From an optimization exercise on the open Yosys and OpenROAD flow, aimed at small area and a short achievable clock period; shortcuts taken in it are not production practice. Only simulation tests tie the RTL to the original design; equivalence was not proved. Power figures rest on the tool's default switching activity, not on a simulated workload.

oak:
## BMD_64_RWDMA_FSM
module BMD_64_RWDMA_FSM (
    clk,
    rst_n,
    init_rst_i,
    wdma_rst_o,
    mwr_len_i,
    mwr_count_i,
    wdma_start_o,
    wdma_addr_o,
    wdma_done_i,
    wdma_irq_o,
    next_wdma_addr_i,
    next_wdma_up_addr_i,
    next_wdma_valid_i,
    wdma_start_i,
    wdma_stop_i,
    wdma_running_o,
    wdma_frame_len_i,
    timeframe_end_i,
    wdma_buf_ptr_o,
    wdma_status_o,
    cc_timeout_o
);
Settings: LEC_CHECK=0, CAP_MARGIN=20, CORE_MARGIN=2, CORE_UTILIZATION=70, CTS_BUF_LIST=sky130_fd_sc_hd__clkbuf_4 sky130_fd_sc_hd__clkbuf_8, PLACE_DENSITY=0.8, SETUP_SLACK_MARGIN=4.2, SLEW_MARGIN=20, SYNTH_HIERARCHICAL=1, SYNTH_MINIMUM_KEEP_SIZE=0; clock period 8.5 ns.
standard.sh (not shown) runs the stock make flow with config.mk's settings and CLKGATE_MAP_FILE= SYNTH_SCRIPT=/design/flow/synth_recipe.tcl, a recipe that flattens the netlist after the stock synthesis.
==> flow/flow/run.sh <==
#!/bin/bash
# Standard layout (the standard.sh, unchanged synthesis), with two changes:
# - the port buffers are sky130_fd_sc_hd__buf_1 instead of the default
#   clkdlybuf4s50_1, which is larger and slower;
# - clock tree synthesis does not add dummy loads (it otherwise uses the same
#   arguments as ORFS: sink clustering, clock-net repair, CTS_BUF_LIST).
set -euo pipefail
export BUFFER_PORTS_ARGS="-buffer_cell sky130_fd_sc_hd__buf_1"
export CTS_ARGS="-sink_clustering_enable -repair_clock_nets -dont_use_dummy_load -buf_list {sky130_fd_sc_hd__clkbuf_4 sky130_fd_sc_hd__clkbuf_8}"
bash standard.sh finish > flow_make.log 2>&1
> inputs changed (oak -> pine)
# oak
export LEC_CHECK = 0
export CAP_MARGIN = 20
export CORE_MARGIN = 2
export CORE_UTILIZATION = 70
export CTS_BUF_LIST = sky130_fd_sc_hd__clkbuf_4 sky130_fd_sc_hd__clkbuf_8
export PLACE_DENSITY = 0.8
export SETUP_SLACK_MARGIN = 4.2
export SLEW_MARGIN = 20
export SYNTH_HIERARCHICAL = 1
export SYNTH_MINIMUM_KEEP_SIZE = 0
create_clock -name core_clock -period 8.5 [get_ports {clk}]
# pine
export LEC_CHECK = 0
export CAP_MARGIN = 20
export CORE_MARGIN = 2
export CORE_UTILIZATION = 80
export CTS_BUF_LIST = sky130_fd_sc_hd__clkbuf_4 sky130_fd_sc_hd__clkbuf_8
export PLACE_DENSITY = 0.88
export SETUP_SLACK_MARGIN = 4.2
export SLEW_MARGIN = 20
export SYNTH_HIERARCHICAL = 1
export SYNTH_MINIMUM_KEEP_SIZE = 0
create_clock -name core_clock -period 8.5 [get_ports {clk}]
[summary]
Taking oak as the reference, in pine detailed-route wire length +23%; first-pass GRT wire length +3.1 mm; via count +about 11%; core utilization +8.9 points; half-perimeter wire length of the detailed placement result +4.5%. Fraction of area in clock buffers and inverters delta (pine -> oak): insignificant. oak tops out at a higher clock frequency than pine. Total instance count after detailed placement (lower): pine. The combinational group share of total power in pine was higher than what oak gave. pine vs. oak: met3 wirelength from detailed routing went up by about 100%. pine: final design area excluding fillers is 140 um2 lower than what oak reported.

* * *

## v6
BMD_64_RWDMA_FSM, a different RTL version from the one above (not shown whole).
For scale: about 1100 cells after synthesis, ~120 flip-flops, about 9800 sq um of cells after synthesis.
clock: 8.5 ns
lec_check: 0
cap_margin: 20
core_margin: 2
core_utilization: 70
cts_buf_list: sky130_fd_sc_hd__clkbuf_4 sky130_fd_sc_hd__clkbuf_8
place_density: 0.8
setup_slack_margin: 4.5
slew_margin: 20
synth_hierarchical: 1
synth_minimum_keep_size: 0
Scripts as last shown in full above: flow/flow/run.sh
[inputs] v7 vs v6
Settings: changing SETUP_SLACK_MARGIN from 4.5 to 4.3; changing CORE_UTILIZATION from 70 to 65.
### Flow results
- A first element of the critical path of s_q[8] is what v6 shows, while c_q[9] belongs to v7.
- Looking at net count reported at finish across v7 and v6, the one that comes out higher is v6.
- When the final numbers for v7 and v6 were put side by side, the overall via count from detail_route turned out to be smaller in v7.
- Compared v6 against v7; clock slew at the register clock pins of the worst setup and hold paths within noise.
- Going from v6 to v7, final design instance area without fill fell by about 3%, maximum achievable frequency decreased by about 0.6% relative to the old numbers, total internal power decreased 0.0000077 W, final design utilization went down.

* * *

Starting RTL as in the previous note.
clock: 8.5 ns
lec_check: 0
cap_margin: 20
core_margin: 2
core_utilization: 70
cts_buf_list: sky130_fd_sc_hd__clkbuf_4 sky130_fd_sc_hd__clkbuf_8
place_density: 0.8
setup_slack_margin: 4.2
slew_margin: 20
synth_hierarchical: 1
synth_minimum_keep_size: 0
Scripts as last shown in full above: flow/flow/run.sh
Then changed:
- SETUP_SLACK_MARGIN: 4.2 -> 4.3
Outcome:
- non-clock buffer count climbs by 5
- utilization went up by 1.3 points
- register-to-register slack hardly moves
- count of clock-buffer cells in the layout is unchanged
- fmax grows by 2.1%
- area after synthesis stays the same
- synthesized cell count does not change
- worst setup slack is better by 0.085 ns
- combinational power went up by about 3%
- sequential power stays flat

* * *

exp/nickel:
BMD_64_RWDMA_FSM, a different RTL version from the one above (not shown whole).
Size: about 1100 cells after synthesis, about 120 flip-flops, roughly 0.0096 sq mm of cells after synthesis.
export LEC_CHECK = 0
export CAP_MARGIN = 20
export CORE_MARGIN = 2
export CORE_UTILIZATION = 70
export CTS_BUF_LIST = sky130_fd_sc_hd__clkbuf_4 sky130_fd_sc_hd__clkbuf_8
export PLACE_DENSITY = 0.8
export SETUP_SLACK_MARGIN = 4.1
export SLEW_MARGIN = 20
export SYNTH_HIERARCHICAL = 1
export SYNTH_MINIMUM_KEEP_SIZE = 0
create_clock -name core_clock -period 8.5 [get_ports {clk}]
Scripts as last shown in full above: flow/flow/run.sh
Per the final summary, exp/nickel finished and its layout is clean on timing, DRC and antenna.
[inputs] exp/ember vs exp/nickel
# exp/nickel
export LEC_CHECK = 0
export CAP_MARGIN = 20
export CORE_MARGIN = 2
export CORE_UTILIZATION = 70
export CTS_BUF_LIST = sky130_fd_sc_hd__clkbuf_4 sky130_fd_sc_hd__clkbuf_8
export PLACE_DENSITY = 0.8
export SETUP_SLACK_MARGIN = 4.1
export SLEW_MARGIN = 20
export SYNTH_HIERARCHICAL = 1
export SYNTH_MINIMUM_KEEP_SIZE = 0
create_clock -name core_clock -period 8.5 [get_ports {clk}]
# exp/ember
export LEC_CHECK = 0
export CAP_MARGIN = 20
export CORE_MARGIN = 2
export CORE_UTILIZATION = 70
export CTS_BUF_LIST = sky130_fd_sc_hd__clkbuf_4 sky130_fd_sc_hd__clkbuf_8
export PLACE_DENSITY = 0.8
export SETUP_SLACK_MARGIN = 3.9
export SLEW_MARGIN = 20
export SYNTH_HIERARCHICAL = 1
export SYNTH_MINIMUM_KEEP_SIZE = 0
create_clock -name core_clock -period 8.5 [get_ports {clk}]
[summary]
- Comparing final worst setup slack for exp/nickel and exp/ember, the bigger number came from exp/nickel.
- Final design instance area without fill was lower in the run labelled exp/ember.
- exp/ember vs exp/nickel, last element of the critical path: c_q[10] vs c_q[15]
- Sort exp/nickel and exp/ember by worst slack on hold paths, ascending, and exp/ember comes first.
- Multi-input logic area sits lower in exp/ember than in exp/nickel.
## Diff of input files: exp/indigo against exp/ember
# exp/ember
export LEC_CHECK = 0
export CAP_MARGIN = 20
export CORE_MARGIN = 2
export CORE_UTILIZATION = 70
export CTS_BUF_LIST = sky130_fd_sc_hd__clkbuf_4 sky130_fd_sc_hd__clkbuf_8
export PLACE_DENSITY = 0.8
export SETUP_SLACK_MARGIN = 3.9
export SLEW_MARGIN = 20
export SYNTH_HIERARCHICAL = 1
export SYNTH_MINIMUM_KEEP_SIZE = 0
create_clock -name core_clock -period 8.5 [get_ports {clk}]
# exp/indigo
export LEC_CHECK = 0
export CAP_MARGIN = 20
export CORE_MARGIN = 2
export CORE_UTILIZATION = 70
export CTS_BUF_LIST = sky130_fd_sc_hd__clkbuf_4 sky130_fd_sc_hd__clkbuf_8
export PLACE_DENSITY = 0.8
export SETUP_SLACK_MARGIN = 4.2
export SLEW_MARGIN = 20
export SYNTH_HIERARCHICAL = 1
export SYNTH_MINIMUM_KEEP_SIZE = 0
create_clock -name core_clock -period 8.5 [get_ports {clk}]
==> flow/flow/run.sh <==
#!/bin/bash
# The standard layout (standard.sh, synthesis unchanged), with two layout choices:
# - the port buffers are sky130_fd_sc_hd__buf_1 (the default pick, clkdlybuf4s50_1,
#   is larger and slower);
# - clock tree synthesis adds no dummy loads and clusters up to 30 sinks per
#   buffer (otherwise the same arguments as ORFS: sink clustering, clock-net repair,
#   the CTS_BUF_LIST buffers).
set -euo pipefail
export BUFFER_PORTS_ARGS="-buffer_cell sky130_fd_sc_hd__buf_1"
export CTS_ARGS="-sink_clustering_enable -repair_clock_nets -dont_use_dummy_load -sink_clustering_size 30 -sink_clustering_max_diameter 200 -buf_list {sky130_fd_sc_hd__clkbuf_4 sky130_fd_sc_hd__clkbuf_8}"
bash standard.sh finish > flow_make.log 2>&1
--- outcome ---
- Going from exp/ember to exp/indigo, combined global-route utilization of all metal layers was more or less identical; post-layout worst setup margin now sits higher; detailed-routing wirelength on met1 dropped about 0.9%.
- Timing startpoint of the critical path = mwr_count_i[11]: exp/indigo; timing startpoint of the critical path = mwr_len_i[6]: exp/ember
diff inputs: exp/indigo => exp/zinc
# exp/indigo
export LEC_CHECK = 0
export CAP_MARGIN = 20
export CORE_MARGIN = 2
export CORE_UTILIZATION = 70
export CTS_BUF_LIST = sky130_fd_sc_hd__clkbuf_4 sky130_fd_sc_hd__clkbuf_8
export PLACE_DENSITY = 0.8
export SETUP_SLACK_MARGIN = 4.2
export SLEW_MARGIN = 20
export SYNTH_HIERARCHICAL = 1
export SYNTH_MINIMUM_KEEP_SIZE = 0
create_clock -name core_clock -period 8.5 [get_ports {clk}]
# exp/zinc
export LEC_CHECK = 0
export CAP_MARGIN = 20
export CORE_MARGIN = 2
export CORE_UTILIZATION = 70
export CTS_BUF_LIST = sky130_fd_sc_hd__clkbuf_4 sky130_fd_sc_hd__clkbuf_8
export PLACE_DENSITY = 0.8
export SETUP_SLACK_MARGIN = 4.0
export SLEW_MARGIN = 20
export SYNTH_HIERARCHICAL = 1
export SYNTH_MINIMUM_KEEP_SIZE = 0
create_clock -name core_clock -period 8.5 [get_ports {clk}]
==> flow/flow/run.sh <==
#!/bin/bash
# Standard layout (the standard.sh, unchanged synthesis), with two changes:
# - the port buffers are sky130_fd_sc_hd__buf_1 instead of the default
#   clkdlybuf4s50_1, which is larger and slower;
# - clock tree synthesis does not add dummy loads (it otherwise uses the same
#   arguments as ORFS: sink clustering, clock-net repair, CTS_BUF_LIST).
set -euo pipefail
export BUFFER_PORTS_ARGS="-buffer_cell sky130_fd_sc_hd__buf_1"
export CTS_ARGS="-sink_clustering_enable -repair_clock_nets -dont_use_dummy_load -buf_list {sky130_fd_sc_hd__clkbuf_4 sky130_fd_sc_hd__clkbuf_8}"
bash standard.sh finish > flow_make.log 2>&1
Results
Taking exp/indigo as the reference, in exp/zinc via count held steady; arithmetic-cell share of the synthesized area counting full adders, half adders and majority gates ~0 delta; met1 global-route usage increased 0.37 points; power consumption shrank by 2.1%; compound-cell area share of the yosys netlist essentially unchanged. Diff exp/indigo -> exp/zinc | total length of routed wires | decrease of 610 um. exp/zinc: count of plain and timing-repair buffers in the layout 1.8% below exp/indigo. Looking at exp/indigo and exp/zinc, the cell count is a wash. exp/indigo reports its standard cell with the maximum stage delay on the critical path as sky130_fd_sc_hd__fa_2 while exp/zinc reports sky130_fd_sc_hd__fa_1. Time the final worst path needs with I/O delays and setup deteriorates in exp/zinc relative to exp/indigo. On routed metal-1 wire length, exp/indigo tracks exp/zinc almost exactly. Between exp/indigo and exp/zinc, the cell total after placement does not differ in any meaningful way.

[port drivers added, routing unchanged]
In the flow no input, the clock included, has a driving cell. The finished layouts below were timed again as built, in two steps.
Step 1, drivers: a clkbuf_16 drives clk and a buf_2 each remaining input, both assumed.
Step 2 times the ports against the registers' clock, not the clock port: input delays grow and output delays shrink by t, the midpoint of the rising clock arrivals with the driver on.
Slacks: ideal ports / drivers / drivers and shift; pairs: ideal ports / drivers.
run | shift t [ns] | slack for setup (ns) | worst setup path at the end | worst slew at a driven data input, ns
oak | 0.461 | 4.239 / 4.204 / 3.820 | input to register | 0.05
pine | 0.475 | 4.073 / 4.032 / 3.660 | input to register | 0.06
v6 | 0.454 | 4.407 / 4.373 / 4.071 | input to register | 0.07
v7 | 0.460 | 4.384 / 4.349 / 3.960 | input to register | 0.06
the first run of note 3 | 0.474 | 4.318 / 4.282 / 3.855 | input to register | 0.07
the second run of note 3 | 0.464 | 4.403 / 4.365 / 3.952 | input to register | 0.05
exp/nickel | 0.472 | 4.188 / 4.159 / 3.707 | input to register | 0.06
exp/ember | 0.468 | 3.993 / 4.001 / 3.533 | input to register | 0.06
exp/indigo | 0.468 | 4.244 / 4.243 / 3.775 | input to register | 0.06
exp/zinc | 0.469 | 4.096 / 4.105 / 3.637 | input to register | 0.06
After both steps every run listed still meets setup and hold. For exp/nickel, which loses most, drivers alone change the setup slack by -0.029 ns; drivers and shift together by -0.481 ns.
